Background: an optimization exercise with open tools, aiming at small area, a short achievable clock period and few clock cycles per item. Do not read the settings as production practice.
The RTL was checked by simulation tests, not by an equivalence proof against the original design.
Power figures rest on the tool's default switching activity, not on a simulated workload.

**flow/run.sh**
```bash
#!/bin/bash
# synth_recipe.tcl (not shown) runs the flow's synth.tcl, then flattens the netlist and writes it again
# the make line also repeats each setting of config.mk as NAME=value (left out here)
make -C /OpenROAD-flow-scripts/flow DESIGN_CONFIG=/design/flow/config.mk WORK_HOME=/design/flow/orfs CLKGATE_MAP_FILE= SYNTH_SCRIPT=/design/flow/synth_recipe.tcl finish
```
**flow/config.mk**
```make
export PLATFORM = sky130hd
export DESIGN_NAME = multi_64_33_9_10_16_3
export DESIGN_NICKNAME = multi_64_33_9_10_16_3
export VERILOG_FILES = /design/flow/design.v
export SDC_FILE = /design/flow/constraint.sdc
export NUM_CORES = 4
export LEC_CHECK = 0
export CAP_MARGIN = 20
export CORE_MARGIN = 2
export CORE_UTILIZATION = 40
export SETUP_SLACK_MARGIN = 5
export SLEW_MARGIN = 20
```
**flow/constraint.sdc**
```tcl
create_clock -name core_clock -period 10.0 [get_ports {clk}]
set_input_delay 2.0000 -clock core_clock [delete_from_list [all_inputs] [get_ports {clk}]]
set_output_delay 2.0000 -clock core_clock [all_outputs]
set_load 0.01 [all_outputs]
```
**flow/design.v**
```verilog
module multi_64_33_9_10_16_3(clk, reset, s_data_in_x, s_valid_x, s_ready_x, m_data_out_y, m_valid_y, m_ready_y);
  input                       clk, reset, s_valid_x, m_ready_y;
  input signed [15:0]         s_data_in_x;
  output logic                s_ready_x, m_valid_y;
  output logic signed [15:0]  m_data_out_y;
  logic [5:0] cnt;               
  logic       acc_in;
  assign acc_in = s_valid_x & s_ready_x;
  logic signed [15:0] x_r;
  logic       v1;
  logic [5:0] i1;
  always_ff @(posedge clk) begin
    x_r <= s_data_in_x;
    i1  <= cnt;
    if (reset) begin
      cnt <= 6'd0;
      v1  <= 1'b0;
    end else begin
      v1  <= acc_in;
      if (acc_in) cnt <= cnt + 6'd1;
    end
  end
  logic signed [15:0] l1_in1;    
  always_ff @(posedge clk) l1_in1 <= x_r;
  logic signed [15:0] l1_d3;
  assign l1_d3 = (x_r <<< 1) + x_r;
  logic signed [15:0] l1_d5;
  assign l1_d5 = (x_r <<< 2) + x_r;
  logic signed [15:0] l1_d9;
  assign l1_d9 = (x_r <<< 3) + x_r;
  logic signed [15:0] l1_d17;
  assign l1_d17 = (x_r <<< 4) + x_r;
  logic signed [15:0] l1_d65;
  assign l1_d65 = (x_r <<< 6) + x_r;
  logic signed [15:0] l1_m3, l1_f3;
  assign l1_m3 = l1_d3;
  logic signed [15:0] l1_m9, l1_f9;
  assign l1_m9 = l1_d9;
  logic signed [15:0] l1_m13, l1_f13;
  assign l1_m13 = x_r + (l1_d3 <<< 2);
  logic signed [15:0] l1_m17, l1_f17;
  assign l1_m17 = l1_d17;
  logic signed [15:0] l1_m27, l1_f27;
  assign l1_m27 = (x_r <<< 5) - l1_d5;
  logic signed [15:0] l1_m37, l1_f37;
  assign l1_m37 = (x_r <<< 5) + l1_d5;
  logic signed [15:0] l1_m43, l1_f43;
  assign l1_m43 = l1_d3 + (l1_d5 <<< 3);
  logic signed [15:0] l1_m45, l1_f45;
  assign l1_m45 = (l1_d3 <<< 4) - l1_d3;
  logic signed [15:0] l1_m49, l1_f49;
  assign l1_m49 = x_r + (l1_d3 <<< 4);
  logic signed [15:0] l1_m65, l1_f65;
  assign l1_m65 = l1_d65;
  logic signed [15:0] l1_m71, l1_f71;
  assign l1_m71 = (l1_d9 <<< 3) - x_r;
  logic signed [15:0] l1_m97, l1_f97;
  assign l1_m97 = x_r + (l1_d3 <<< 5);
  logic signed [15:0] l1_m99, l1_f99;
  assign l1_m99 = l1_d3 + (l1_d3 <<< 5);
  logic signed [15:0] l1_m111, l1_f111;
  assign l1_m111 = (x_r <<< 7) - l1_d17;
  logic signed [15:0] l1_m119, l1_f119;
  assign l1_m119 = (x_r <<< 7) - l1_d9;
  logic signed [15:0] l1_m121, l1_f121;
  assign l1_m121 = (l1_d65 <<< 1) - l1_d9;
  logic signed [15:0] l1_m123, l1_f123;
  assign l1_m123 = (x_r <<< 7) - l1_d5;
  logic signed [15:0] l1_m135, l1_f135;
  assign l1_m135 = (l1_d17 <<< 3) - x_r;
  logic signed [15:0] l1_m139, l1_f139;
  assign l1_m139 = l1_d3 + (l1_d17 <<< 3);
  logic signed [15:0] l1_m157, l1_f157;
  assign l1_m157 = (l1_d5 <<< 5) - l1_d3;
  logic signed [15:0] l1_m165, l1_f165;
  assign l1_m165 = l1_d5 + (l1_d5 <<< 5);
  logic signed [15:0] l1_m181, l1_f181;
  assign l1_m181 = x_r - (l1_d3 <<< 2) + (l1_d3 <<< 6);
  logic signed [15:0] l1_m187, l1_f187;
  assign l1_m187 = (l1_d3 <<< 6) - l1_d5;
  logic signed [15:0] l1_m193, l1_f193;
  assign l1_m193 = x_r + (l1_d3 <<< 6);
  logic signed [15:0] l1_m203, l1_f203;
  assign l1_m203 = (x_r <<< 3) + l1_d3 + (l1_d3 <<< 6);
  logic signed [15:0] l1_m205, l1_f205;
  assign l1_m205 = x_r + (l1_d3 <<< 2) + (l1_d3 <<< 6);
  logic signed [15:0] l1_m207, l1_f207;
  assign l1_m207 = (l1_d17 <<< 4) - l1_d65;
  logic signed [15:0] l1_m223, l1_f223;
  assign l1_m223 = (l1_d9 <<< 5) - l1_d65;
  logic [32:0] l1_sat;    
  logic l1_neg;             
  logic l1_va;
  always_ff @(posedge clk) begin
    l1_f3 <= l1_m3;
    l1_f9 <= l1_m9;
    l1_f13 <= l1_m13;
    l1_f17 <= l1_m17;
    l1_f27 <= l1_m27;
    l1_f37 <= l1_m37;
    l1_f43 <= l1_m43;
    l1_f45 <= l1_m45;
    l1_f49 <= l1_m49;
    l1_f65 <= l1_m65;
    l1_f71 <= l1_m71;
    l1_f97 <= l1_m97;
    l1_f99 <= l1_m99;
    l1_f111 <= l1_m111;
    l1_f119 <= l1_m119;
    l1_f121 <= l1_m121;
    l1_f123 <= l1_m123;
    l1_f135 <= l1_m135;
    l1_f139 <= l1_m139;
    l1_f157 <= l1_m157;
    l1_f165 <= l1_m165;
    l1_f181 <= l1_m181;
    l1_f187 <= l1_m187;
    l1_f193 <= l1_m193;
    l1_f203 <= l1_m203;
    l1_f205 <= l1_m205;
    l1_f207 <= l1_m207;
    l1_f223 <= l1_m223;
    l1_sat[0] <= (x_r <= -16'sd505) | (x_r >= 16'sd505);
    l1_sat[1] <= (x_r >= 16'sd5462) | (x_r <= -16'sd5462);
    l1_sat[2] <= (x_r <= -16'sd456) | (x_r >= 16'sd456);
    l1_sat[3] <= (x_r <= -16'sd209) | (x_r >= 16'sd209);
    l1_sat[4] <= (x_r <= -16'sd168) | (x_r >= 16'sd168);
    l1_sat[5] <= (x_r >= 16'sd166) | (x_r <= -16'sd166);
    l1_sat[6] <= (x_r <= -16'sd296) | (x_r >= 16'sd296);
    l1_sat[7] <= (x_r >= 16'sd170) | (x_r <= -16'sd170);
    l1_sat[8] <= (x_r <= -16'sd128) | (x_r >= 16'sd128);
    l1_sat[9] <= (x_r >= 16'sd763) | (x_r <= -16'sd763);
    l1_sat[10] <= (x_r >= 16'sd176) | (x_r <= -16'sd176);
    l1_sat[11] <= (x_r >= 16'sd443) | (x_r <= -16'sd443);
    l1_sat[12] <= (x_r <= -16'sd462) | (x_r >= 16'sd462);
    l1_sat[13] <= (x_r >= 16'sd159) | (x_r <= -16'sd159);
    l1_sat[14] <= (x_r >= 16'sd162) | (x_r <= -16'sd162);
    l1_sat[15] <= (x_r <= -16'sd134) | (x_r >= 16'sd134);
    l1_sat[16] <= (x_r <= -16'sd158) | (x_r >= 16'sd158);
    l1_sat[17] <= (x_r <= -16'sd169) | (x_r >= 16'sd169);
    l1_sat[18] <= (x_r >= 16'sd296) | (x_r <= -16'sd296);
    l1_sat[19] <= (x_r <= -16'sd2731) | (x_r >= 16'sd2731);
    l1_sat[20] <= (x_r >= 16'sd1928) | (x_r <= -16'sd1928);
    l1_sat[21] <= (x_r <= -16'sd147) | (x_r >= 16'sd147);
    l1_sat[22] <= (x_r >= 16'sd243) | (x_r <= -16'sd243);
    l1_sat[23] <= (x_r <= -16'sd199) | (x_r >= 16'sd199);
    l1_sat[24] <= (x_r >= 16'sd152) | (x_r <= -16'sd152);
    l1_sat[25] <= (x_r <= -16'sd136) | (x_r >= 16'sd136);
    l1_sat[26] <= (x_r <= -16'sd138) | (x_r >= 16'sd138);
    l1_sat[27] <= (x_r <= -16'sd166) | (x_r >= 16'sd166);
    l1_sat[28] <= (x_r >= 16'sd182) | (x_r <= -16'sd182);
    l1_sat[29] <= (x_r >= 16'sd729) | (x_r <= -16'sd729);
    l1_sat[30] <= (x_r >= 16'sd241) | (x_r <= -16'sd241);
    l1_sat[31] <= (x_r <= -16'sd236) | (x_r >= 16'sd236);
    l1_sat[32] <= (x_r <= -16'sd160) | (x_r >= 16'sd160);
    l1_neg <= x_r[15];
    l1_va <= reset ? 1'b0 : v1;
  end
  logic [32:1][15:0] l1_s;
  logic [32:0][16:0] l1_t;
  logic signed [16:0] l1_o0;
  assign l1_o0 = (l1_sat[0] ? (l1_neg ? -17'sd32767 : 17'sd32768) : 17'(signed'(l1_f65)));
  assign l1_t[0] = 17'sd0 - l1_o0;
  logic signed [16:0] l1_o1;
  assign l1_o1 = (l1_sat[1] ? (!l1_neg ? 17'sd32767 : -17'sd32768) : 17'(signed'((l1_f3 <<< 1))));
  assign l1_t[1] = 17'(signed'(l1_s[1])) + l1_o1;
  logic signed [16:0] l1_o2;
  assign l1_o2 = (l1_sat[2] ? (l1_neg ? -17'sd32767 : 17'sd32768) : 17'(signed'((l1_f9 <<< 3))));
  assign l1_t[2] = 17'(signed'(l1_s[2])) - l1_o2;
  logic signed [16:0] l1_o3;
  assign l1_o3 = (l1_sat[3] ? (l1_neg ? -17'sd32767 : 17'sd32768) : 17'(signed'(l1_f157)));
  assign l1_t[3] = 17'(signed'(l1_s[3])) - l1_o3;
  logic signed [16:0] l1_o4;
  assign l1_o4 = (l1_sat[4] ? (l1_neg ? -17'sd32767 : 17'sd32768) : 17'(signed'((l1_f49 <<< 2))));
  assign l1_t[4] = 17'(signed'(l1_s[4])) - l1_o4;
  logic signed [16:0] l1_o5;
  assign l1_o5 = (l1_sat[5] ? (!l1_neg ? 17'sd32767 : -17'sd32768) : 17'(signed'((l1_f99 <<< 1))));
  assign l1_t[5] = 17'(signed'(l1_s[5])) + l1_o5;
  logic signed [16:0] l1_o6;
  assign l1_o6 = (l1_sat[6] ? (l1_neg ? -17'sd32767 : 17'sd32768) : 17'(signed'(l1_f111)));
  assign l1_t[6] = 17'(signed'(l1_s[6])) - l1_o6;
  logic signed [16:0] l1_o7;
  assign l1_o7 = (l1_sat[7] ? (!l1_neg ? 17'sd32767 : -17'sd32768) : 17'(signed'(l1_f193)));
  assign l1_t[7] = 17'(signed'(l1_s[7])) + l1_o7;
  logic signed [16:0] l1_o8;
  assign l1_o8 = (l1_sat[8] ? (l1_neg ? -17'sd32767 : 17'sd32768) : 17'(signed'((l1_in1 <<< 8))));
  assign l1_t[8] = 17'(signed'(l1_s[8])) - l1_o8;
  logic signed [16:0] l1_o9;
  assign l1_o9 = (l1_sat[9] ? (!l1_neg ? 17'sd32767 : -17'sd32768) : 17'(signed'(l1_f43)));
  assign l1_t[9] = 17'(signed'(l1_s[9])) + l1_o9;
  logic signed [16:0] l1_o10;
  assign l1_o10 = (l1_sat[10] ? (!l1_neg ? 17'sd32767 : -17'sd32768) : 17'(signed'(l1_f187)));
  assign l1_t[10] = 17'(signed'(l1_s[10])) + l1_o10;
  logic signed [16:0] l1_o11;
  assign l1_o11 = (l1_sat[11] ? (!l1_neg ? 17'sd32767 : -17'sd32768) : 17'(signed'((l1_f37 <<< 1))));
  assign l1_t[11] = 17'(signed'(l1_s[11])) + l1_o11;
  logic signed [16:0] l1_o12;
  assign l1_o12 = (l1_sat[12] ? (l1_neg ? -17'sd32767 : 17'sd32768) : 17'(signed'(l1_f71)));
  assign l1_t[12] = 17'(signed'(l1_s[12])) - l1_o12;
  logic signed [16:0] l1_o13;
  assign l1_o13 = (l1_sat[13] ? (!l1_neg ? 17'sd32767 : -17'sd32768) : 17'(signed'(l1_f207)));
  assign l1_t[13] = 17'(signed'(l1_s[13])) + l1_o13;
  logic signed [16:0] l1_o14;
  assign l1_o14 = (l1_sat[14] ? (!l1_neg ? 17'sd32767 : -17'sd32768) : 17'(signed'(l1_f203)));
  assign l1_t[14] = 17'(signed'(l1_s[14])) + l1_o14;
  logic signed [16:0] l1_o15;
  assign l1_o15 = (l1_sat[15] ? (l1_neg ? -17'sd32767 : 17'sd32768) : 17'(signed'((l1_f123 <<< 1))));
  assign l1_t[15] = 17'(signed'(l1_s[15])) - l1_o15;
  logic signed [16:0] l1_o16;
  assign l1_o16 = (l1_sat[16] ? (l1_neg ? -17'sd32767 : 17'sd32768) : 17'(signed'((l1_f13 <<< 4))));
  assign l1_t[16] = 17'(signed'(l1_s[16])) - l1_o16;
  logic signed [16:0] l1_o17;
  assign l1_o17 = (l1_sat[17] ? (l1_neg ? -17'sd32767 : 17'sd32768) : 17'(signed'((l1_f97 <<< 1))));
  assign l1_t[17] = 17'(signed'(l1_s[17])) - l1_o17;
  logic signed [16:0] l1_o18;
  assign l1_o18 = (l1_sat[18] ? (!l1_neg ? 17'sd32767 : -17'sd32768) : 17'(signed'(l1_f111)));
  assign l1_t[18] = 17'(signed'(l1_s[18])) + l1_o18;
  logic signed [16:0] l1_o19;
  assign l1_o19 = (l1_sat[19] ? (l1_neg ? -17'sd32767 : 17'sd32768) : 17'(signed'((l1_f3 <<< 2))));
  assign l1_t[19] = 17'(signed'(l1_s[19])) - l1_o19;
  logic signed [16:0] l1_o20;
  assign l1_o20 = (l1_sat[20] ? (!l1_neg ? 17'sd32767 : -17'sd32768) : 17'(signed'(l1_f17)));
  assign l1_t[20] = 17'(signed'(l1_s[20])) + l1_o20;
  logic signed [16:0] l1_o21;
  assign l1_o21 = (l1_sat[21] ? (l1_neg ? -17'sd32767 : 17'sd32768) : 17'(signed'(l1_f223)));
  assign l1_t[21] = 17'(signed'(l1_s[21])) - l1_o21;
  logic signed [16:0] l1_o22;
  assign l1_o22 = (l1_sat[22] ? (!l1_neg ? 17'sd32767 : -17'sd32768) : 17'(signed'(l1_f135)));
  assign l1_t[22] = 17'(signed'(l1_s[22])) + l1_o22;
  logic signed [16:0] l1_o23;
  assign l1_o23 = (l1_sat[23] ? (l1_neg ? -17'sd32767 : 17'sd32768) : 17'(signed'(l1_f165)));
  assign l1_t[23] = 17'(signed'(l1_s[23])) - l1_o23;
  logic signed [16:0] l1_o24;
  assign l1_o24 = (l1_sat[24] ? (!l1_neg ? 17'sd32767 : -17'sd32768) : 17'(signed'((l1_f27 <<< 3))));
  assign l1_t[24] = 17'(signed'(l1_s[24])) + l1_o24;
  logic signed [16:0] l1_o25;
  assign l1_o25 = (l1_sat[25] ? (l1_neg ? -17'sd32767 : 17'sd32768) : 17'(signed'((l1_f121 <<< 1))));
  assign l1_t[25] = 17'(signed'(l1_s[25])) - l1_o25;
  logic signed [16:0] l1_o26;
  assign l1_o26 = (l1_sat[26] ? (l1_neg ? -17'sd32767 : 17'sd32768) : 17'(signed'((l1_f119 <<< 1))));
  assign l1_t[26] = 17'(signed'(l1_s[26])) - l1_o26;
  logic signed [16:0] l1_o27;
  assign l1_o27 = (l1_sat[27] ? (l1_neg ? -17'sd32767 : 17'sd32768) : 17'(signed'((l1_f99 <<< 1))));
  assign l1_t[27] = 17'(signed'(l1_s[27])) - l1_o27;
  logic signed [16:0] l1_o28;
  assign l1_o28 = (l1_sat[28] ? (!l1_neg ? 17'sd32767 : -17'sd32768) : 17'(signed'(l1_f181)));
  assign l1_t[28] = 17'(signed'(l1_s[28])) + l1_o28;
  logic signed [16:0] l1_o29;
  assign l1_o29 = (l1_sat[29] ? (!l1_neg ? 17'sd32767 : -17'sd32768) : 17'(signed'(l1_f45)));
  assign l1_t[29] = 17'(signed'(l1_s[29])) + l1_o29;
  logic signed [16:0] l1_o30;
  assign l1_o30 = (l1_sat[30] ? (!l1_neg ? 17'sd32767 : -17'sd32768) : 17'(signed'((l1_f17 <<< 3))));
  assign l1_t[30] = 17'(signed'(l1_s[30])) + l1_o30;
  logic signed [16:0] l1_o31;
  assign l1_o31 = (l1_sat[31] ? (l1_neg ? -17'sd32767 : 17'sd32768) : 17'(signed'(l1_f139)));
  assign l1_t[31] = 17'(signed'(l1_s[31])) - l1_o31;
  logic signed [16:0] l1_o32;
  assign l1_o32 = (l1_sat[32] ? (l1_neg ? -17'sd32767 : 17'sd32768) : 17'(signed'(l1_f205)));
  assign l1_t[32] = 17'(signed'(l1_s[32])) - l1_o32;
  always_ff @(posedge clk) begin
    if (l1_va) begin
      l1_s[1] <= (l1_t[0][16] != l1_t[0][15]) ? (l1_t[0][16] ? 16'h8000 : 16'h7fff) : l1_t[0][15:0];
      l1_s[2] <= (l1_t[1][16] != l1_t[1][15]) ? (l1_t[1][16] ? 16'h8000 : 16'h7fff) : l1_t[1][15:0];
      l1_s[3] <= (l1_t[2][16] != l1_t[2][15]) ? (l1_t[2][16] ? 16'h8000 : 16'h7fff) : l1_t[2][15:0];
      l1_s[4] <= (l1_t[3][16] != l1_t[3][15]) ? (l1_t[3][16] ? 16'h8000 : 16'h7fff) : l1_t[3][15:0];
      l1_s[5] <= (l1_t[4][16] != l1_t[4][15]) ? (l1_t[4][16] ? 16'h8000 : 16'h7fff) : l1_t[4][15:0];
      l1_s[6] <= (l1_t[5][16] != l1_t[5][15]) ? (l1_t[5][16] ? 16'h8000 : 16'h7fff) : l1_t[5][15:0];
      l1_s[7] <= (l1_t[6][16] != l1_t[6][15]) ? (l1_t[6][16] ? 16'h8000 : 16'h7fff) : l1_t[6][15:0];
      l1_s[8] <= (l1_t[7][16] != l1_t[7][15]) ? (l1_t[7][16] ? 16'h8000 : 16'h7fff) : l1_t[7][15:0];
      l1_s[9] <= (l1_t[8][16] != l1_t[8][15]) ? (l1_t[8][16] ? 16'h8000 : 16'h7fff) : l1_t[8][15:0];
      l1_s[10] <= (l1_t[9][16] != l1_t[9][15]) ? (l1_t[9][16] ? 16'h8000 : 16'h7fff) : l1_t[9][15:0];
      l1_s[11] <= (l1_t[10][16] != l1_t[10][15]) ? (l1_t[10][16] ? 16'h8000 : 16'h7fff) : l1_t[10][15:0];
      l1_s[12] <= (l1_t[11][16] != l1_t[11][15]) ? (l1_t[11][16] ? 16'h8000 : 16'h7fff) : l1_t[11][15:0];
      l1_s[13] <= (l1_t[12][16] != l1_t[12][15]) ? (l1_t[12][16] ? 16'h8000 : 16'h7fff) : l1_t[12][15:0];
      l1_s[14] <= (l1_t[13][16] != l1_t[13][15]) ? (l1_t[13][16] ? 16'h8000 : 16'h7fff) : l1_t[13][15:0];
      l1_s[15] <= (l1_t[14][16] != l1_t[14][15]) ? (l1_t[14][16] ? 16'h8000 : 16'h7fff) : l1_t[14][15:0];
      l1_s[16] <= (l1_t[15][16] != l1_t[15][15]) ? (l1_t[15][16] ? 16'h8000 : 16'h7fff) : l1_t[15][15:0];
      l1_s[17] <= (l1_t[16][16] != l1_t[16][15]) ? (l1_t[16][16] ? 16'h8000 : 16'h7fff) : l1_t[16][15:0];
      l1_s[18] <= (l1_t[17][16] != l1_t[17][15]) ? (l1_t[17][16] ? 16'h8000 : 16'h7fff) : l1_t[17][15:0];
      l1_s[19] <= (l1_t[18][16] != l1_t[18][15]) ? (l1_t[18][16] ? 16'h8000 : 16'h7fff) : l1_t[18][15:0];
      l1_s[20] <= (l1_t[19][16] != l1_t[19][15]) ? (l1_t[19][16] ? 16'h8000 : 16'h7fff) : l1_t[19][15:0];
      l1_s[21] <= (l1_t[20][16] != l1_t[20][15]) ? (l1_t[20][16] ? 16'h8000 : 16'h7fff) : l1_t[20][15:0];
      l1_s[22] <= (l1_t[21][16] != l1_t[21][15]) ? (l1_t[21][16] ? 16'h8000 : 16'h7fff) : l1_t[21][15:0];
      l1_s[23] <= (l1_t[22][16] != l1_t[22][15]) ? (l1_t[22][16] ? 16'h8000 : 16'h7fff) : l1_t[22][15:0];
      l1_s[24] <= (l1_t[23][16] != l1_t[23][15]) ? (l1_t[23][16] ? 16'h8000 : 16'h7fff) : l1_t[23][15:0];
      l1_s[25] <= (l1_t[24][16] != l1_t[24][15]) ? (l1_t[24][16] ? 16'h8000 : 16'h7fff) : l1_t[24][15:0];
      l1_s[26] <= (l1_t[25][16] != l1_t[25][15]) ? (l1_t[25][16] ? 16'h8000 : 16'h7fff) : l1_t[25][15:0];
      l1_s[27] <= (l1_t[26][16] != l1_t[26][15]) ? (l1_t[26][16] ? 16'h8000 : 16'h7fff) : l1_t[26][15:0];
      l1_s[28] <= (l1_t[27][16] != l1_t[27][15]) ? (l1_t[27][16] ? 16'h8000 : 16'h7fff) : l1_t[27][15:0];
      l1_s[29] <= (l1_t[28][16] != l1_t[28][15]) ? (l1_t[28][16] ? 16'h8000 : 16'h7fff) : l1_t[28][15:0];
      l1_s[30] <= (l1_t[29][16] != l1_t[29][15]) ? (l1_t[29][16] ? 16'h8000 : 16'h7fff) : l1_t[29][15:0];
      l1_s[31] <= (l1_t[30][16] != l1_t[30][15]) ? (l1_t[30][16] ? 16'h8000 : 16'h7fff) : l1_t[30][15:0];
      l1_s[32] <= (l1_t[31][16] != l1_t[31][15]) ? (l1_t[31][16] ? 16'h8000 : 16'h7fff) : l1_t[31][15:0];
    end
  end
  logic [14:0] l1_y;    
  assign l1_y = l1_t[32][16] ? 15'd0 : (l1_t[32][15] ? 15'h7fff : l1_t[32][14:0]);
  logic [5:0] i2;
  always_ff @(posedge clk) i2 <= i1;
  logic [14:0] b_r;
  logic bv;
  logic [4:0] bi;
  always_ff @(posedge clk) begin
    b_r <= l1_y;
    bi <= i2[4:0];
    bv <= reset ? 1'b0 : (l1_va & i2[5]);
  end
  logic signed [15:0] bx;
  assign bx = {1'b0, b_r};
  logic signed [15:0] l2_d3;
  assign l2_d3 = (bx <<< 1) + bx;
  logic signed [15:0] l2_d5;
  assign l2_d5 = (bx <<< 2) + bx;
  logic signed [15:0] l2_d9;
  assign l2_d9 = (bx <<< 3) + bx;
  logic signed [15:0] l2_d127;
  assign l2_d127 = (bx <<< 7) - bx;
  logic signed [15:0] l2_m3, l2_f3;
  assign l2_m3 = l2_d3;
  logic signed [15:0] l2_m5, l2_f5;
  assign l2_m5 = l2_d5;
  logic signed [15:0] l2_m9, l2_f9;
  assign l2_m9 = l2_d9;
  logic signed [15:0] l2_m59, l2_f59;
  assign l2_m59 = (bx <<< 6) - l2_d5;
  logic signed [15:0] l2_m105, l2_f105;
  assign l2_m105 = (l2_d3 <<< 5) + l2_d9;
  logic signed [15:0] l2_m107, l2_f107;
  assign l2_m107 = l2_d127 - (l2_d5 <<< 2);
  logic signed [15:0] l2_m125, l2_f125;
  assign l2_m125 = (bx <<< 7) - l2_d3;
  logic signed [15:0] l2_m207, l2_f207;
  assign l2_m207 = (l2_d5 <<< 4) + l2_d127;
  logic [8:0] l2_sat;    
  logic l2_va;
  always_ff @(posedge clk) begin
    l2_f3 <= l2_m3;
    l2_f5 <= l2_m5;
    l2_f9 <= l2_m9;
    l2_f59 <= l2_m59;
    l2_f105 <= l2_m105;
    l2_f107 <= l2_m107;
    l2_f125 <= l2_m125;
    l2_f207 <= l2_m207;
    l2_sat[0] <= (bx >= 16'sd171);
    l2_sat[1] <= (bx >= 16'sd820);
    l2_sat[2] <= (bx >= 16'sd228);
    l2_sat[3] <= (bx >= 16'sd132);
    l2_sat[4] <= (bx >= 16'sd313);
    l2_sat[5] <= (bx >= 16'sd159);
    l2_sat[6] <= (bx >= 16'sd132);
    l2_sat[7] <= (bx >= 16'sd307);
    l2_sat[8] <= (bx >= 16'sd139);
    l2_va <= reset ? 1'b0 : bv;
  end
  logic [8:1][15:0] l2_s;
  logic [8:0][16:0] l2_t;
  logic signed [16:0] l2_o0;
  assign l2_o0 = (l2_sat[0] ? (1'b0 ? -17'sd32767 : 17'sd32768) : 17'(signed'((l2_f3 <<< 6))));
  assign l2_t[0] = 17'sd0 - l2_o0;
  logic signed [16:0] l2_o1;
  assign l2_o1 = (l2_sat[1] ? (1'b0 ? -17'sd32767 : 17'sd32768) : 17'(signed'((l2_f5 <<< 3))));
  assign l2_t[1] = 17'(signed'(l2_s[1])) - l2_o1;
  logic signed [16:0] l2_o2;
  assign l2_o2 = (l2_sat[2] ? (1'b0 ? -17'sd32767 : 17'sd32768) : 17'(signed'((l2_f9 <<< 4))));
  assign l2_t[2] = 17'(signed'(l2_s[2])) - l2_o2;
  logic signed [16:0] l2_o3;
  assign l2_o3 = (l2_sat[3] ? (1'b0 ? -17'sd32767 : 17'sd32768) : 17'(signed'((l2_f125 <<< 1))));
  assign l2_t[3] = 17'(signed'(l2_s[3])) - l2_o3;
  logic signed [16:0] l2_o4;
  assign l2_o4 = (l2_sat[4] ? (1'b1 ? 17'sd32767 : -17'sd32768) : 17'(signed'(l2_f105)));
  assign l2_t[4] = 17'(signed'(l2_s[4])) + l2_o4;
  logic signed [16:0] l2_o5;
  assign l2_o5 = (l2_sat[5] ? (1'b0 ? -17'sd32767 : 17'sd32768) : 17'(signed'(l2_f207)));
  assign l2_t[5] = 17'(signed'(l2_s[5])) - l2_o5;
  logic signed [16:0] l2_o6;
  assign l2_o6 = (l2_sat[6] ? (1'b0 ? -17'sd32767 : 17'sd32768) : 17'(signed'((l2_f125 <<< 1))));
  assign l2_t[6] = 17'(signed'(l2_s[6])) - l2_o6;
  logic signed [16:0] l2_o7;
  assign l2_o7 = (l2_sat[7] ? (1'b0 ? -17'sd32767 : 17'sd32768) : 17'(signed'(l2_f107)));
  assign l2_t[7] = 17'(signed'(l2_s[7])) - l2_o7;
  logic signed [16:0] l2_o8;
  assign l2_o8 = (l2_sat[8] ? (1'b1 ? 17'sd32767 : -17'sd32768) : 17'(signed'((l2_f59 <<< 2))));
  assign l2_t[8] = 17'(signed'(l2_s[8])) + l2_o8;
  always_ff @(posedge clk) begin
    if (l2_va) begin
      l2_s[1] <= (l2_t[0][16] != l2_t[0][15]) ? (l2_t[0][16] ? 16'h8000 : 16'h7fff) : l2_t[0][15:0];
      l2_s[2] <= (l2_t[1][16] != l2_t[1][15]) ? (l2_t[1][16] ? 16'h8000 : 16'h7fff) : l2_t[1][15:0];
      l2_s[3] <= (l2_t[2][16] != l2_t[2][15]) ? (l2_t[2][16] ? 16'h8000 : 16'h7fff) : l2_t[2][15:0];
      l2_s[4] <= (l2_t[3][16] != l2_t[3][15]) ? (l2_t[3][16] ? 16'h8000 : 16'h7fff) : l2_t[3][15:0];
      l2_s[5] <= (l2_t[4][16] != l2_t[4][15]) ? (l2_t[4][16] ? 16'h8000 : 16'h7fff) : l2_t[4][15:0];
      l2_s[6] <= (l2_t[5][16] != l2_t[5][15]) ? (l2_t[5][16] ? 16'h8000 : 16'h7fff) : l2_t[5][15:0];
      l2_s[7] <= (l2_t[6][16] != l2_t[6][15]) ? (l2_t[6][16] ? 16'h8000 : 16'h7fff) : l2_t[6][15:0];
      l2_s[8] <= (l2_t[7][16] != l2_t[7][15]) ? (l2_t[7][16] ? 16'h8000 : 16'h7fff) : l2_t[7][15:0];
    end
  end
  logic [14:0] l2_y;    
  assign l2_y = l2_t[8][16] ? 15'd0 : (l2_t[8][15] ? 15'h7fff : l2_t[8][14:0]);
  logic [4:0] bi3;
  always_ff @(posedge clk) bi3 <= bi;
  logic [14:0] c_r;
  logic cv;
  logic [4:0] ci;
  always_ff @(posedge clk) begin
    c_r <= l2_y;
    ci <= bi3 - 5'd8;
    cv <= reset ? 1'b0 : (l2_va & (bi3 >= 5'd8));
  end
  logic signed [15:0] cx;
  assign cx = {1'b0, c_r};
  logic signed [15:0] l3_in1;
  always_ff @(posedge clk) l3_in1 <= cx;
  logic signed [15:0] l3_d5;
  assign l3_d5 = (cx <<< 2) + cx;
  logic signed [15:0] l3_m5, l3_f5;
  assign l3_m5 = l3_d5;
  logic signed [15:0] l3_m11, l3_f11;
  assign l3_m11 = cx + (l3_d5 <<< 1);
  logic signed [15:0] l3_m27, l3_f27;
  assign l3_m27 = (cx <<< 5) - l3_d5;
  logic signed [15:0] l3_m39, l3_f39;
  assign l3_m39 = (l3_d5 <<< 3) - cx;
  logic signed [15:0] l3_m45, l3_f45;
  assign l3_m45 = l3_d5 + (l3_d5 <<< 3);
  logic signed [15:0] l3_m57, l3_f57;
  assign l3_m57 = cx - (cx <<< 3) + (cx <<< 6);
  logic signed [15:0] l3_m59, l3_f59;
  assign l3_m59 = (cx <<< 6) - l3_d5;
  logic signed [15:0] l3_m149, l3_f149;
  assign l3_m149 = cx + (cx <<< 7) + (l3_d5 <<< 2);
  logic signed [15:0] l3_m187, l3_f187;
  assign l3_m187 = (cx <<< 6) + (cx <<< 7) - l3_d5;
  logic [9:0] l3_sat;    
  logic l3_va;
  always_ff @(posedge clk) begin
    l3_f5 <= l3_m5;
    l3_f11 <= l3_m11;
    l3_f27 <= l3_m27;
    l3_f39 <= l3_m39;
    l3_f45 <= l3_m45;
    l3_f57 <= l3_m57;
    l3_f59 <= l3_m59;
    l3_f149 <= l3_m149;
    l3_f187 <= l3_m187;
    l3_sat[0] <= (cx >= 16'sd410);
    l3_sat[1] <= (cx >= 16'sd421);
    l3_sat[2] <= (cx >= 16'sd176);
    l3_sat[3] <= (cx >= 16'sd1214);
    l3_sat[4] <= (cx >= 16'sd373);
    l3_sat[5] <= (cx >= 16'sd139);
    l3_sat[6] <= (cx >= 16'sd365);
    l3_sat[7] <= (cx >= 16'sd575);
    l3_sat[8] <= (cx >= 16'sd1024);
    l3_sat[9] <= (cx >= 16'sd220);
    l3_va <= reset ? 1'b0 : cv;
  end
  logic [9:1][15:0] l3_s;
  logic [9:0][16:0] l3_t;
  logic signed [16:0] l3_o0;
  assign l3_o0 = (l3_sat[0] ? (1'b1 ? 17'sd32767 : -17'sd32768) : 17'(signed'((l3_f5 <<< 4))));
  assign l3_t[0] = 17'sd0 + l3_o0;
  logic signed [16:0] l3_o1;
  assign l3_o1 = (l3_sat[1] ? (1'b1 ? 17'sd32767 : -17'sd32768) : 17'(signed'((l3_f39 <<< 1))));
  assign l3_t[1] = 17'(signed'(l3_s[1])) + l3_o1;
  logic signed [16:0] l3_o2;
  assign l3_o2 = (l3_sat[2] ? (1'b1 ? 17'sd32767 : -17'sd32768) : 17'(signed'(l3_f187)));
  assign l3_t[2] = 17'(signed'(l3_s[2])) + l3_o2;
  logic signed [16:0] l3_o3;
  assign l3_o3 = (l3_sat[3] ? (1'b1 ? 17'sd32767 : -17'sd32768) : 17'(signed'(l3_f27)));
  assign l3_t[3] = 17'(signed'(l3_s[3])) + l3_o3;
  logic signed [16:0] l3_o4;
  assign l3_o4 = (l3_sat[4] ? (1'b1 ? 17'sd32767 : -17'sd32768) : 17'(signed'((l3_f11 <<< 3))));
  assign l3_t[4] = 17'(signed'(l3_s[4])) + l3_o4;
  logic signed [16:0] l3_o5;
  assign l3_o5 = (l3_sat[5] ? (1'b1 ? 17'sd32767 : -17'sd32768) : 17'(signed'((l3_f59 <<< 2))));
  assign l3_t[5] = 17'(signed'(l3_s[5])) + l3_o5;
  logic signed [16:0] l3_o6;
  assign l3_o6 = (l3_sat[6] ? (1'b1 ? 17'sd32767 : -17'sd32768) : 17'(signed'((l3_f45 <<< 1))));
  assign l3_t[6] = 17'(signed'(l3_s[6])) + l3_o6;
  logic signed [16:0] l3_o7;
  assign l3_o7 = (l3_sat[7] ? (1'b0 ? -17'sd32767 : 17'sd32768) : 17'(signed'(l3_f57)));
  assign l3_t[7] = 17'(signed'(l3_s[7])) - l3_o7;
  logic signed [16:0] l3_o8;
  assign l3_o8 = (l3_sat[8] ? (1'b0 ? -17'sd32767 : 17'sd32768) : 17'(signed'((l3_in1 <<< 5))));
  assign l3_t[8] = 17'(signed'(l3_s[8])) - l3_o8;
  logic signed [16:0] l3_o9;
  assign l3_o9 = (l3_sat[9] ? (1'b0 ? -17'sd32767 : 17'sd32768) : 17'(signed'(l3_f149)));
  assign l3_t[9] = 17'(signed'(l3_s[9])) - l3_o9;
  always_ff @(posedge clk) begin
    if (l3_va) begin
      l3_s[1] <= (l3_t[0][16] != l3_t[0][15]) ? (l3_t[0][16] ? 16'h8000 : 16'h7fff) : l3_t[0][15:0];
      l3_s[2] <= (l3_t[1][16] != l3_t[1][15]) ? (l3_t[1][16] ? 16'h8000 : 16'h7fff) : l3_t[1][15:0];
      l3_s[3] <= (l3_t[2][16] != l3_t[2][15]) ? (l3_t[2][16] ? 16'h8000 : 16'h7fff) : l3_t[2][15:0];
      l3_s[4] <= (l3_t[3][16] != l3_t[3][15]) ? (l3_t[3][16] ? 16'h8000 : 16'h7fff) : l3_t[3][15:0];
      l3_s[5] <= (l3_t[4][16] != l3_t[4][15]) ? (l3_t[4][16] ? 16'h8000 : 16'h7fff) : l3_t[4][15:0];
      l3_s[6] <= (l3_t[5][16] != l3_t[5][15]) ? (l3_t[5][16] ? 16'h8000 : 16'h7fff) : l3_t[5][15:0];
      l3_s[7] <= (l3_t[6][16] != l3_t[6][15]) ? (l3_t[6][16] ? 16'h8000 : 16'h7fff) : l3_t[6][15:0];
      l3_s[8] <= (l3_t[7][16] != l3_t[7][15]) ? (l3_t[7][16] ? 16'h8000 : 16'h7fff) : l3_t[7][15:0];
      l3_s[9] <= (l3_t[8][16] != l3_t[8][15]) ? (l3_t[8][16] ? 16'h8000 : 16'h7fff) : l3_t[8][15:0];
    end
  end
  logic [14:0] l3_y;    
  assign l3_y = l3_t[9][16] ? 15'd0 : (l3_t[9][15] ? 15'h7fff : l3_t[9][14:0]);
  logic [4:0] ci5;
  always_ff @(posedge clk) ci5 <= ci;
  logic       push;
  assign push = l3_va & (ci5 >= 5'd9);
  logic [6:0][14:0] q;
  logic [2:0] wp, rp;
  logic [3:0] qn;
  logic [3:0] pend, pend_n;
  logic [14:0] out_r;
  logic        out_v, pop;
  logic [5:0]  cnt_n;
  assign pop = out_v & m_ready_y;
  assign m_valid_y = out_v;
  assign m_data_out_y = {1'b0, out_r};
  assign cnt_n = acc_in ? cnt + 6'd1 : cnt;
  assign pend_n = pend + 4'(acc_in & (cnt >= 6'd49)) - 4'(pop);
  logic        take;        
  logic        adv;         
  assign take = ~out_v | m_ready_y;
  assign adv  = take & ((qn != 0) | push);
  always_ff @(posedge clk) begin
    if (push) q[wp] <= l3_y;
    if (take) out_r <= (qn != 0) ? q[rp] : l3_y;
    if (reset) begin
      out_v <= 1'b0; qn <= '0; wp <= '0; rp <= '0; pend <= '0; s_ready_x <= 1'b1;
    end else begin
      pend <= pend_n;
      s_ready_x <= (cnt_n < 6'd49) | (pend_n < 4'd8);
      if (take) out_v <= (qn != 0) | push;
      if (push) wp <= (wp == 3'd6) ? '0 : wp + 1'b1;
      if (adv)  rp <= (rp == 3'd6) ? '0 : rp + 1'b1;
      qn <= qn + 4'(push) - 4'(adv);
    end
  end
endmodule
```
==> impl_metrics.toml, run 1 <==
[die]
die_width_um = 536
coreArea_mm2 = 0.282
dieArea_mm2 = 0.288
num_io_pins = 38
start_util_pct = 40.2
rows = 195
chipHeight_um = 536

[power_and_ir_drop]
p_per_area_mw_per_mm2 = 286
p_leak_nw = 51.0
ir_drop_mv = 0.413
finalPower_mw = 35.9

[sta]
slew_headroom_pct = 12.5
layout_min_cycle_time_ns = 4.84
max_freq_mhz = 207
setup_violations = 0
max_slew.worst_pin.slew_ns = 1.31
rsz0062_at_grt = "yes"
fin_skew_ns = 0.0488
min_period_over_period_pct = 48.4
fin_ws_ns = 5.16
fin_tns_setup_ns = 0
final-hold-violation-count = 0
drv_slew = 0

[route]
vias = 88500
antenna_left = 0
first_pass_iters = 6
drc = 0
drtIter0Drc = 7118
wl_um = 348000
wire_per_inst_um = 21.7
routed_via_density = 5.51

[finish]
fill_cells = 27400
layout_common_cells = "ha_1, a21oi_1, o21ai_0"
seq_area_mm2 = 0.0408
drive_gt1_share_pct = 6.49
final_nets = 13700
final_common_cell = "ha_1"
area_growth_syn_to_layout_pct = 10.8
multiInputGateArea_mm2 = 0.0689

[clocking]
htreeDepth = 4
clkSinkCount = 1589
path_clk_slew_ns = 0.07
ctsRootBufferMaster = "clkbuf_16"
cts_buffers = 188
ctsLongestPathBuffers = 4
cts_tree = "built"
clkLatencyLatePin_ns = 0.86

[grt]
grt_overflow_total = 0
antenna_found_initial = 22
grt_pass1_wl_um = 518000
grt_max_degree = 161
grt_pass1_vias = 83500
grt_use_total_pct = 23.5

[critical_path]
ff2ff_setup_slack_ns = 5.16
max_stage_delay_ns = 0.39
cp-start-kind = "register"
path_class = "register to register"
critical_path.max_fanout = 13
critPathRequiredTime_ns = 10.76
crit_arrival_ns = 5.60
cp_cell_sequence = "buf_12 -> clkinvlp_4 -> ha_1 -> a21o_1 -> a21oi_2 -> o21bai_1 -> a21oi_2 -> o21bai_1 -> a21oi_2 -> xnor2_4 -> buf_6 -> ha_1 -> a21o_1 -> a21oi_1 -> xnor2_1 -> ha_1 -> a21oi_1 -> o21ai_0 -> a21o_1 -> a21oi_1 -> xor2_1 -> xnor2_1"
cp_slowest_cell = "dfxtp_4"
endpoint_kind = "register"

[logic_synthesis]
ys_warn_count = 1
synth_top_area_share_pct = 23.6
seq_area_frac_synth_pct = 35.9
synth_fp_nets = 13600
synth_ff_type = "edfxtp_1"
synth.avg_cell_area_um2 = 9.39
ys_top_cells_by_area = "edfxtp_1, ha_1, dfxtp_1"
synthCells = 12100
synth-async-reset-ratio_pct = 0
yosys.area.top_type = "edfxtp_1"
syn_area_mm2 = 0.113
synth_edf_count = 892
ys_ff_latch = 1589
ys_types = 96

[place]
gp_congestion = 1.00
place_hpwl_um = 267000
port_buffers = 36
place_ws_ns = 4.36

[min_path]
hp-class = "register to register"

[run]
maxCapViolations = 0

[status]
status = "complete, no violations"
==> what timing repair did <==
action | 4_1_cts | 5_1_grt
buffers inserted | 8 | 33
setup endpoints to repair | 51 | 130
gates resized for setup | 23 | 63
pin swaps | 2 | 4
gates cloned | 0 | 1
hold buffers | 0 | 0
==> worst max-delay path, delay by kind of cell (launching register included) <==
family,cells,cell delay [ns]
compound gates,12,2.15
buf+inv,3,0.57
flops,1,0.39
fa+ha+maj,3,0.92
xor+xnor,4,0.69
==> metrics by stage <==
step	util, %	hold slack [ns]	std cells	cell area, um^2
after floorplan	-	0.310	12100	113000
after global placement	41.9	0.310	15700	118000
after detailed placement	41.9	0.313	15700	118000
after CTS	44.3	0.327	16000	125000
after global routing	44.5	0.329	16100	126000
final	44.5	0.325	16100	126000
==> layout make-up <==
class	instances	area share, %
clock buffer	247	4.30
antenna	17	0.0339
sequential	1589	32.5
timing repair buffer	191	1.32
clock inverter	93	0.842
multi-input combinational	9406	54.9
inverter	796	2.41
tap	3743	3.73
==> power by group <==
group          internal, mW  switching [mW]
logic                  7.80            11.2
registers              8.77           0.904
clock network          4.29            2.94
==> cells by family (layout without fill, tap and decap cells) <==
logic type / count (synthesis) / after routing / synth area share [%]
other: 1 / 18 / 0.00331
adder cells (fa/ha/maj): 1590 / 1590 / 18.0
buffers and inverters: 1079 / 1327 / 3.59
AO/OA/AOI/OAI: 3564 / 3564 / 19.4
XOR/XNOR: 1159 / 1159 / 9.01
multiplexers: 65 / 65 / 0.757
AND/OR/NAND/NOR: 3027 / 3027 / 13.2
flip-flops: 1589 / 1589 / 35.9
==> cell usage after synthesis, types with 71 or more instances <==
master and instances:
inv_1 794, xor2_1 379, edfxtp_1 892, xnor2_1 775
o21a_1 198, ha_1 1355, a21oi_1 1036, nor3_1 199
a21o_1 383, o211ai_1 81, nor2_1 716, o21ai_0 1016
o21bai_1 153, clkbuf_1 270, nand2b_1 383, nor2b_1 178
or2_2 160, fa_1 114, nand4_1 74, or3_1 81
and3_1 91, a31oi_1 71, nand2_1 749, dfxtp_1 697
maj3_1 112, nand3_1 186
==> final timing paths <==
kind | start | to | depth (start not counted)
max reg2reg | x_r[2] | l1_f205[15] | 22
min reg2reg | i1[5] | i2[5] | 0
max | x_r[2] | l1_f205[15] | 22
min | i1[5] | i2[5] | 0
==> metal layers <==
layer | vias up | track usage (%) | part of all wire [%]
li1 | 43700 | - | -
met1 | 41800 | 31.8 | 45
met2 | 2363 | 37.7 | 45
met3 | 602 | 2.83 | 5.5
met4 | 14 | 10.1 | 4.8
met5 | - | 0 | 0.026
==> sequential cells by signal, indices dropped and copies added (netlist names), 16 cells and up <==
signal	cells
l1_s	512
l2_f207	16
l2_s	119
l3_s	141
l1_sat	31
l3_f187	16
x_r	16
q	105
Testbench counts, summed over its fixed seeds: cycles 5,176, frames 80.
==> inputs of run 2 (changes only) <==
--- a/flow/config.mk
+++ b/flow/config.mk
@@ -9,4 +9,3 @@
 export CORE_MARGIN = 2
 export CORE_UTILIZATION = 40
-export SETUP_SLACK_MARGIN = 5
 export SLEW_MARGIN = 20
==> run 2 against run 1 <==
Sequential power rose by 1%. Critical path type unchanged. Register-to-register slack got worse by 1.2 ns. Still clean. Utilization fell by 0.31 points. Worst hold slack barely moved. Global-route usage rose by 0.17 points. Clock-buffer cell count rose by 15. Die area did not move.
==> impl_metrics.toml, run 2 <==
[status]
status = "complete, no violations"

[place]
place_hpwl_um = 269000
port_buffers = 36
gp_congestion = 0.980
place_ws_ns = 4.22
placed_cell_area_mm2 = 0.118

[min_path]
min_path_cells = 0
min_from = "i1[4]"
holdPathEnd = "i2[4]"
hp-class = "register to register"

[sta]
fin_tns_setup_ns = 0
setup_violations = 0
fin_skew_ns = 0.0542
rsz0062_at_grt = "no"
drv_slew = 0
layout_min_cycle_time_ns = 5.99
slew_headroom_pct = 15.7
max_slew.worst_pin.slew_ns = 1.26
min_period_over_period_pct = 59.9
max_freq_mhz = 167
final-hold-violation-count = 0
fin_ws_ns = 4.01

[grt]
grt_overflow_total = 0
grtUsageMet1_pct = 31.0
grt_max_degree = 154
use_met3_pct = 2.70
grt_pass1_wl_um = 521000
grt-busiest-layer = "met2"
gr-usage-met2_pct = 38.6
grt_pass1_vias = 83600
grt_use_total_pct = 23.6
antenna_found_initial = 20

[die]
chipHeight_um = 536
coreArea_mm2 = 0.282
dieArea_mm2 = 0.288
die_width_um = 536
rows = 195
num_io_pins = 38
start_util_pct = 40.2

[clocking]
clkSinkCount = 1589
ctsRootBufferMaster = "clkbuf_16"
cts_tree = "built"
path_clk_slew_ns = 0.06
postCtsSetupBuffers = 0
cts_buffers = 188
cts_resized = 0
clkLatencyLatePin_ns = 0.88
ctsLongestPathBuffers = 4
cts_hold_buffers = 0
htreeDepth = 4

[route]
wl_um = 350000
vias = 88400
wire_per_inst_um = 21.8
first_pass_iters = 6
routed_via_density = 5.51
antenna_left = 0
drc = 0
drtIter0Drc = 7015

[critical_path]
endpoint_kind = "register"
ff2ff_setup_slack_ns = 4.01
crit_arrival_ns = 6.72
path_class = "register to register"
critical_path.max_fanout = 21
r2r_cells = 18
rr_startpoint = "x_r[5]"
critPathRequiredTime_ns = 10.73
r2r-end = "l1_f203[15]"
cp-start-kind = "register"
worstSetupStartpoint = "x_r[5]"

[finish]
fill_cells = 27400
finalInstanceArea_mm2 = 0.125
final_nets = 13600
final_common_cell = "ha_1"
top_regs = "l1_s (512), l3_s (141), l2_s (119)"
regMostFlops = "l1_s"
area_growth_syn_to_layout_pct = 10.0
largest_reg_flops = 512
layout_common_cells = "ha_1, a21oi_1, o21ai_0"
drive_gt1_share_pct = 5.73

[power_and_ir_drop]
p_leak_nw = 50.7
p_per_area_mw_per_mm2 = 286
p_seq_share_pct = 27.5
switching_share_pct = 42.0
clkPwrFrac_pct = 20.0
combinationalPowerShare_pct = 52.5
p_sw_mw = 15.0
internal-power_mw = 20.6
ir_drop_mv = 0.409

[logic_synthesis]
ys_warn_count = 1
syn_area_mm2 = 0.113
synth_top_family_by_area = "compound AO/OA/AOI/OAI gates"
synth_edf_count = 892
synth.avg_cell_area_um2 = 9.39
seq_area_frac_synth_pct = 35.9
ys_top_cells_by_area = "edfxtp_1, ha_1, dfxtp_1"
synth_top_area_share_pct = 23.6
yosys-mux-area-fraction_pct = 0.757
yosys.area.top_type = "edfxtp_1"
yosys.area_share.simple_pct = 13.2
ys_top_cells_by_count = "ha_1, a21oi_1, o21ai_0"
synth_compound_area_share_pct = 19.4
ys_types = 96
synth_ff_type = "edfxtp_1"
ys_ff_latch = 1589
synth_fp_nets = 13600
yosys.area_share.adder_pct = 18.0
yosys.cell_count.top_type = "ha_1"
synth-async-reset-ratio_pct = 0
synth-xor-area-share_pct = 9.01
synthCells = 12100

[run]
maxCapViolations = 0
-- run 2: cell families after synthesis --
kind of cell | count (synthesis)
AOI/OAI and AO/OA | 3564
adders and majority gates | 1590
buffers and inverters | 1079
DFF | 1589
xor gates and xnor gates | 1159
muxes | 65
other | 1
and+or+nand+nor | 3027
-- run 2: worst max path at each step --
stage,endpoint,slack [ns],cells after the start
floorplan,qn[2],1.94,10
detailed placement,l1_f203[15],4.22,18
global route,l1_f203[15],3.98,18
CTS,l1_f203[15],4.22,18
global placement,l1_f203[15],4.26,18
finish,l1_f203[15],4.01,18
-- run 2: power by group through the flow --
stage                     clock, mW  sequential, mW  combinational, mW
after CTS                      7.24            9.80               18.6
after global placement            0            9.92               18.4
after global routing           7.48            9.86               20.6
after floorplan                   0            9.35               13.5
after detailed placement          0            9.92               18.4
final                          7.11            9.79               18.7
-- run 2: final cells by class --
type / count / area (um^2) / area share [%]
diodes: 19 / 47.5 / 0.0381
inverters: 796 / 2990 / 2.40
clock inverters: 80 / 820 / 0.657
well taps: 3743 / 4680 / 3.76
multi-input cells: 9406 / 68700 / 55.1
flip-flops and latches: 1589 / 40800 / 32.7
repair buffers: 145 / 1200 / 0.963
clock buffers: 262 / 5520 / 4.43
-- run 2: through the flow --
stage	hold WS, ns	power, mW	std cells	utilization, %
after detailed placement	0.312	28.3	15700	41.9
final	0.325	35.6	16000	44.2
after CTS	0.327	35.6	16000	44.2
after global routing	0.327	37.9	16000	44.2
after global placement	0.311	28.4	15700	41.9
after floorplan	0.310	22.9	12100	-
-- run 2: critical path: stages, from the launching register on --
cell and delay [ns]:
dfxtp_2 0.77, inv_1 0.41, ha_1 0.43, o21a_1 0.11, o31a_1 0.13, o31a_1 0.30, o31a_1 0.29, a21o_1 0.19
a21oi_1 0.17, xor2_1 0.64, inv_1 0.50, fa_1 0.56, ha_1 0.36, nand2_1 0.09, a21oi_1 0.06, a41o_1 0.22
o41ai_1 0.34, xnor2_1 0.14, xnor2_1 0.15
-- run 2: routing by layer --
layer  routed length [um]  share of wire [%]
met1               153000                 44
met2               159000                 46
met3                18500                5.3
met4                19300                5.5
met5                   40              0.011
==> inputs of run 3 (changes only) <==
--- a/flow/config.mk
+++ b/flow/config.mk
@@ -6,6 +6,7 @@
 export NUM_CORES = 4
 export LEC_CHECK = 0
+export ABC_CLOCK_PERIOD_IN_PS = 3000
 export CAP_MARGIN = 20
 export CORE_MARGIN = 2
-export CORE_UTILIZATION = 40
+export CORE_UTILIZATION = 55
 export SLEW_MARGIN = 20
==> run 3 against run 2 <==
Total power about the same. Clock skew grew 0.014 ns. Largest power group unchanged. Register-to-register slack worse by 0.02 ns. Highest routed layer unchanged. Maximum frequency shrank 0.38%. Synthesized area is the same. Setup slack lost 0.023 ns. Via count up 2.2%. Combinational power about the same. Still clean.
==> impl_metrics.toml, run 3 <==
[status]
status = "complete, no violations"

[finish]
final_common_cell = "ha_1"
largest_reg_flops = 512
top_regs = "l1_s (512), l3_s (141), l2_s (119)"
finalInstanceArea_mm2 = 0.123
layout_common_cells = "ha_1, a21oi_1, o21ai_0"
final_nets = 13600
drive_gt1_share_pct = 5.65
area_growth_syn_to_layout_pct = 8.82
regMostFlops = "l1_s"

[logic_synthesis]
yosys.cell_count.top_type = "ha_1"
synth-async-reset-ratio_pct = 0
synth_ff_type = "edfxtp_1"
ys_top_cells_by_area = "edfxtp_1, ha_1, dfxtp_1"
ys_ff_latch = 1589
synth_top_area_share_pct = 23.6
ys_top_cells_by_count = "ha_1, a21oi_1, o21ai_0"
yosys.area.top_type = "edfxtp_1"
syn_area_mm2 = 0.113
ys_types = 96
synthCells = 12100
synth_edf_count = 892
ys_warn_count = 1
synth_fp_nets = 13600
synth.avg_cell_area_um2 = 9.39
seq_area_frac_synth_pct = 35.9

[route]
antenna_left = 0
first_pass_iters = 7
routed_via_density = 6.03
drc = 0
wire_per_inst_um = 23.8
drtIter0Drc = 7894
wl_um = 356000
vias = 90300

[sta]
layout_min_cycle_time_ns = 6.01
fin_tns_setup_ns = 0
max_slew.worst_pin.slew_ns = 1.17
drv_slew = 0
min_period_over_period_pct = 60.1
setup_violations = 0
final-hold-violation-count = 0
rsz0062_at_grt = "no"
fin_skew_ns = 0.0686
max_freq_mhz = 166
slew_headroom_pct = 21.8

[grt]
grt_use_total_pct = 33.2
antenna_found_initial = 31
grt_pass1_wl_um = 530000
grt_pass1_vias = 87100
grt_overflow_total = 0
grt_max_degree = 163

[critical_path]
crit_top_cell = "o31a_1"
crit_buf_inv = 3
cp_slowest_cell = "xor2_1"
max_stage_delay_ns = 0.67
critical_path.max_fanout = 24
cp_cell_sequence = "buf_4 -> inv_1 -> ha_1 -> o21a_1 -> o31a_1 -> o31a_1 -> o31a_1 -> a21o_1 -> a21oi_1 -> xor2_1 -> inv_1 -> fa_1 -> ha_1 -> nand2_1 -> a21oi_1 -> a41o_1 -> o41ai_1 -> xnor2_1 -> xnor2_1"
cp_top_family = "compound AO/OA/AOI/OAI gates"
crit_arrival_ns = 6.76
endpoint_kind = "register"
cp-start-kind = "register"
critPathRequiredTime_ns = 10.74
path_class = "register to register"

[power_and_ir_drop]
combinationalPowerShare_pct = 52.9
p_seq_share_pct = 27.2
p_per_area_mw_per_mm2 = 289
internal-power_mw = 20.6
ir_drop_mv = 0.358
p_sw_mw = 15.0
clkPwrFrac_pct = 19.9
p_leak_nw = 50.6
switching_share_pct = 42.2

[clocking]
clkLatencyLatePin_ns = 0.89
cts_buffers = 179
path_clk_slew_ns = 0.07
postCtsSetupBuffers = 0
ctsRootBufferMaster = "clkbuf_16"
cts_hold_buffers = 0
ctsLongestPathBuffers = 3
cts_tree = "built"
cts_resized = 0
htreeDepth = 4
clkSinkCount = 1589

[place]
place_hpwl_um = 279000
port_buffers = 36
gp_congestion = 0.995
placed_cell_area_mm2 = 0.117

[die]
chipHeight_um = 458
coreArea_mm2 = 0.205
start_util_pct = 55.3
die_width_um = 458
rows = 166
dieArea_mm2 = 0.210
num_io_pins = 38

[run]
maxCapViolations = 0

[min_path]
hp-class = "register to register"
-- run 3: area by class of cell --
cell class / instances / area [um^2]
fill: 17500 / 81500
timing repair buffer: 145 / 1220
clock inverter: 118 / 1510
clock buffer: 219 / 4850
multi-input combinational: 9406 / 68600
inverter: 796 / 2990
antenna: 13 / 32.5
sequential: 1589 / 40800
tap: 2688 / 3360
-- run 3: power groups by stage --
stage	logic, mW	clock network [mW]	registers (mW)
2_1_floorplan	13.5	0	9.35
3_3_place_gp	18.3	0	9.81
3_5_place_dp	18.5	0	9.81
4_1_cts	18.7	7.19	9.69
5_1_grt	20.7	7.41	9.78
6_report	18.8	7.07	9.70
-- run 3: metal layers --
| metal | wire length [um] | global-route usage [%] |
|---|---|---|
| met1 | 150000 | 42.6 |
| met2 | 161000 | 53.9 |
| met3 | 20300 | 4.00 |
| met4 | 23800 | 19.4 |
| met5 | 77 | 0 |
-- run 3: per-stage QoR --
step	power, mW	worst slack [ns]	hold slack (ns)	util, %	cells
2_1_floorplan	22.9	1.94	0.310	-	12100
3_3_place_gp	28.1	4.03	0.313	57.1	14600
3_5_place_dp	28.4	3.99	0.312	57.1	14600
4_1_cts	35.6	3.99	0.327	60.2	15000
5_1_grt	37.9	3.67	0.336	60.2	15000
6_report	35.6	3.99	0.325	60.2	15000
-- run 3: cells by family (layout without fill, tap and decap cells) --
kind of cell	after synthesis	after routing	synth area share, %
AND/OR/NAND/NOR	3027	3027	13.2
buffers and inverters	1079	1278	3.59
adder cells (fa/ha/maj)	1590	1590	18.0
multiplexers	65	65	0.757
flip-flops	1589	1589	35.9
other	1	14	0.00331
XOR/XNOR	1159	1159	9.01
AO/OA/AOI/OAI	3564	3564	19.4
-- run 3: path summary, 6_finish.rpt --
path,start,endpoint,slack (ns),cells past startpoint
hold reg to reg,bi[0],bi3[0],0.32,0
setup / recovery,x_r[4],l1_f203[15],3.99,19
setup reg to reg,x_r[4],l1_f203[15],3.99,19
hold / removal,bi[0],bi3[0],0.32,0
-- run 3: worst register-to-register path, cell delays in order, from the launching register on --
cell and delay (ns):
dfxtp_1 0.31, buf_4 0.42, inv_1 0.35, ha_1 0.44, o21a_1 0.20, o31a_1 0.13, o31a_1 0.30, o31a_1 0.30
a21o_1 0.19, a21oi_1 0.16, xor2_1 0.67, inv_1 0.50, fa_1 0.57, ha_1 0.36, nand2_1 0.09, a21oi_1 0.07
a41o_1 0.23, o41ai_1 0.33, xnor2_1 0.14, xnor2_1 0.13
==> inputs of run 4 (changes only) <==
==> flow/flow/run.sh (new file) <==
#!/bin/bash
set -euo pipefail
MARGIN=$(cat flow/margin.txt)
echo "running standard.sh with SETUP_SLACK_MARGIN=$MARGIN" > flow_run.log
bash standard.sh SETUP_SLACK_MARGIN=$MARGIN finish > standard_make.log 2>&1
echo "done" >> flow_run.log
==> flow/flow/margin.txt (new file) <==
6.7
==> flow/standard.sh (new file) <==
#!/bin/bash
# synth_recipe.tcl (not shown) runs the flow's synth.tcl, then flattens the netlist and writes it again
# the make line also repeats each setting of config.mk as NAME=value (left out here)
make -C /OpenROAD-flow-scripts/flow DESIGN_CONFIG=/design/flow/config.mk WORK_HOME=/design/flow/orfs CLKGATE_MAP_FILE= SYNTH_SCRIPT=/design/flow/synth_recipe.tcl "${@:-finish}"
--- a/flow/config.mk
+++ b/flow/config.mk
@@ -6,7 +6,6 @@
 export NUM_CORES = 4
 export LEC_CHECK = 0
-export ABC_CLOCK_PERIOD_IN_PS = 3000
 export CAP_MARGIN = 20
 export CORE_MARGIN = 2
-export CORE_UTILIZATION = 55
+export CORE_UTILIZATION = 40
 export SLEW_MARGIN = 20
removed: flow/run.sh
==> run 4 against run 3 <==
Now fails the layout checks on max-capacitance violations, max-slew violations. Total power is 31% higher. Global-route usage is 6.7 points lower. Die area is 37% higher. Register-to-register slack better by 1.5 ns. Worst hold slack better by 0.00072 ns. Via count is 11% higher. Sequential share of layout area is 6.6 points lower. Sequential cell count stayed put. Clock power is 1% higher. Maximum frequency is 32% higher.
==> impl_metrics.toml, run 4 <==
[grt]
antenna_found_initial = 30
grt_pass1_vias = 94700
grt_overflow_total = 0
grt_max_degree = 144
grt_use_total_pct = 26.5
grt_pass1_wl_um = 584000

[critical_path]
critical_path.max_fanout = 23
r2r-end = "l1_f203[15]"
r2r_cells = 17
cp_cell_sequence = "buf_8 -> clkinvlp_4 -> ha_1 -> nand4_1 -> o21ai_0 -> o21ai_1 -> xnor2_2 -> buf_4 -> inv_1 -> fa_1 -> inv_1 -> ha_1 -> nor3_1 -> nor2_1 -> o41ai_2 -> xnor2_1 -> xnor2_1"
ff2ff_setup_slack_ns = 5.46
cp-start-kind = "register"
endpoint_kind = "register"
rr_startpoint = "x_r[9]"
path_class = "register to register"
crit_arrival_ns = 5.32
critPathRequiredTime_ns = 10.77
cp_slowest_cell = "ha_1"
max_stage_delay_ns = 0.60

[sta]
fin_tns_setup_ns = 0
fin_skew_ns = 0.0565
drv_slew = 2
max_freq_mhz = 220
max_slew.worst_pin.slew_ns = 1.93
final-hold-violation-count = 0
slew_headroom_pct = -29.9
layout_min_cycle_time_ns = 4.54
setup_violations = 0
min_period_over_period_pct = 45.4
rsz0062_at_grt = "yes"

[finish]
finalInstanceArea_mm2 = 0.155
regMostFlops = "l1_s"
final_common_cell = "ha_1"
drive_gt1_share_pct = 33.0
fill_cells = 24000
layout_common_cells = "ha_1, buf_4, edfxtp_1"
largest_reg_flops = 512
area_growth_syn_to_layout_pct = 36.4
top_regs = "l1_s (512), l3_s (141), l2_s (119)"
final_nets = 15100
fin_cells = 17500

[route]
routed_via_density = 5.74
vias = 101000
wl_um = 411000
drtIter0Drc = 8845
wire_per_inst_um = 23.5
antenna_left = 0
first_pass_iters = 6
drc = 0

[logic_synthesis]
ys_types = 96
synth_edf_count = 892
ys_top_cells_by_area = "edfxtp_1, ha_1, dfxtp_1"
yosys.area.top_type = "edfxtp_1"
synth.avg_cell_area_um2 = 9.39
yosys.cell_count.top_type = "ha_1"
seq_area_frac_synth_pct = 35.9
ys_ff_latch = 1589
synth-async-reset-ratio_pct = 0
synth_ff_type = "edfxtp_1"
synth_fp_nets = 13600
synthCells = 12100
synth_top_area_share_pct = 23.6
ys_warn_count = 1
syn_area_mm2 = 0.113
ys_top_cells_by_count = "ha_1, a21oi_1, o21ai_0"

[min_path]
holdPathEnd = "ci5[3]"
hp-class = "register to register"
min_path_cells = 0
min_from = "ci[3]"

[status]
so.violations = "max-capacitance violations, max-slew violations"
status = "failed layout checks"

[place]
port_buffers = 36
placed_cell_area_mm2 = 0.119
place_hpwl_um = 271000
dp.cells = 15700
gp_congestion = 0.998

[power_and_ir_drop]
ir_drop_mv = 0.692
p_leak_nw = 62.0
p_per_area_mw_per_mm2 = 302
finalPower_mw = 46.7

[die]
dieArea_mm2 = 0.288
start_util_pct = 40.2
coreArea_mm2 = 0.282
die_width_um = 536
num_io_pins = 38
chipHeight_um = 536
rows = 195

[clocking]
clkLatencyLatePin_ns = 0.89
path_clk_slew_ns = 0.07
clkSinkCount = 1589
cts_tree = "built"
ctsLongestPathBuffers = 4
cts_buffers = 187
htreeDepth = 4
ctsRootBufferMaster = "clkbuf_16"

[run]
maxCapViolations = 1
-- run 4: cell counts after synthesis --
No cell type changed its count.
-- run 4: per-stage QoR --
step	utilization [%]	setup slack, ns	hold slack [ns]
floorplan	-	5.30	0.310
global placement	42.0	4.35	0.310
detailed placement	42.0	4.39	0.312
CTS	51.0	5.60	0.328
global route	54.8	5.33	0.330
finish	54.8	5.46	0.325
-- run 4: cell type report --
class / instances / area [um^2] / share of cell area [%]
multi-input combinational: 9461 / 84100 / 54.4
sequential: 1589 / 40900 / 26.5
timing repair buffer: 1591 / 15100 / 9.80
clock buffer: 253 / 5620 / 3.63
tap: 3743 / 4680 / 3.03
inverter: 796 / 3240 / 2.10
clock inverter: 85 / 800 / 0.517
antenna: 17 / 42.5 / 0.0275
-- run 4: routing by layer --
metal	GRT usage [%]	up-vias	share of wire, %
li1	-	46800	-
met4	16.4	22	7.8
met3	4.57	1409	7.3
met5	0	-	0.033
met1	33.4	48200	40
met2	42.1	4117	45
-- run 4: kinds of logic after synthesis --
group / Yosys count / share of synthesized area [%]
compound gates: 3564 / 19.4
xor+xnor: 1159 / 9.01
simple gates: 3027 / 13.2
other cells: 1 / 0.00331
fa+ha+maj: 1590 / 18.0
buf+inv: 1079 / 3.59
mux: 65 / 0.757
flops: 1589 / 35.9
-- run 4: worst max-delay path by stage --
stage | from | endpoint | cells past startpoint
finish | x_r[9] | l1_f203[15] | 17
global route | x_r[2] | l1_f205[15] | 25
CTS | x_r[2] | l1_f203[15] | 22
detailed placement | x_r[0] | l1_f205[15] | 20
global placement | x_r[0] | l1_f205[15] | 20
floorplan | x_r[3] | l1_f203[15] | 19
-- run 4: power breakdown --
group	total, mW	switching, mW	leakage (nW)	internal [mW]
Combinational	29.8	15.7	44.9	14.1
Sequential	9.69	0.902	14.0	8.78
Clock	7.17	2.95	3.15	4.21
Total	46.7	19.5	62.0	27.1
-- run 4: timing repair --
action / CTS / global route
setup buffers: 980 / 444
hold buffers: 0 / 0
cloned: 67 / 12
setup endpoints to repair: 1248 / 1131
gates resized for setup: 2503 / 1652
pin swaps: 958 / 1078
-- run 4: worst max-delay path, delay by kind of cell, from the launching register on --
kind / cells / cell delay [ns]
fa+ha+maj: 3 / 1.53
buf+inv: 5 / 1.10
xor+xnor: 3 / 0.55
simple gates: 3 / 0.51
compound gates: 3 / 0.42
flops: 1 / 0.36

afterwards: timing with drivers on the ports:
No port has a modelled driver above. Below, the same layouts with a new extraction and two added sets of constraints.
Step 1, drivers: a clkbuf_16 drives clk and a buf_2 each remaining input, both assumed.
Step 2, shift: input delay + t, output delay - t, t = (earliest + latest rising clock arrival at the registers) / 2. This alone moves slack from input paths to output paths.
Three values: ideal, step 1, step 2; two values: the first two.
| run | shift t [ns] | setup WS [ns] | worst setup path at the end | latest minus earliest clock arrival (ns) | worst register clock-pin slew, ns |
|---|---|---|---|---|---|
| run 1 | 0.940 | 5.164 / 5.164 / 5.164 | register to register | 0.053 / 0.053 | 0.07 / 0.07 |
| run 2 | 0.954 | 4.009 / 4.009 / 4.009 | register to register | 0.056 / 0.055 | 0.07 / 0.07 |
| run 3 | 0.955 | 3.987 / 3.987 / 3.987 | register to register | 0.071 / 0.071 | 0.07 / 0.07 |
| run 4 | 0.959 | 5.457 / 5.457 / 5.457 | register to register | 0.060 / 0.059 | 0.07 / 0.07 |
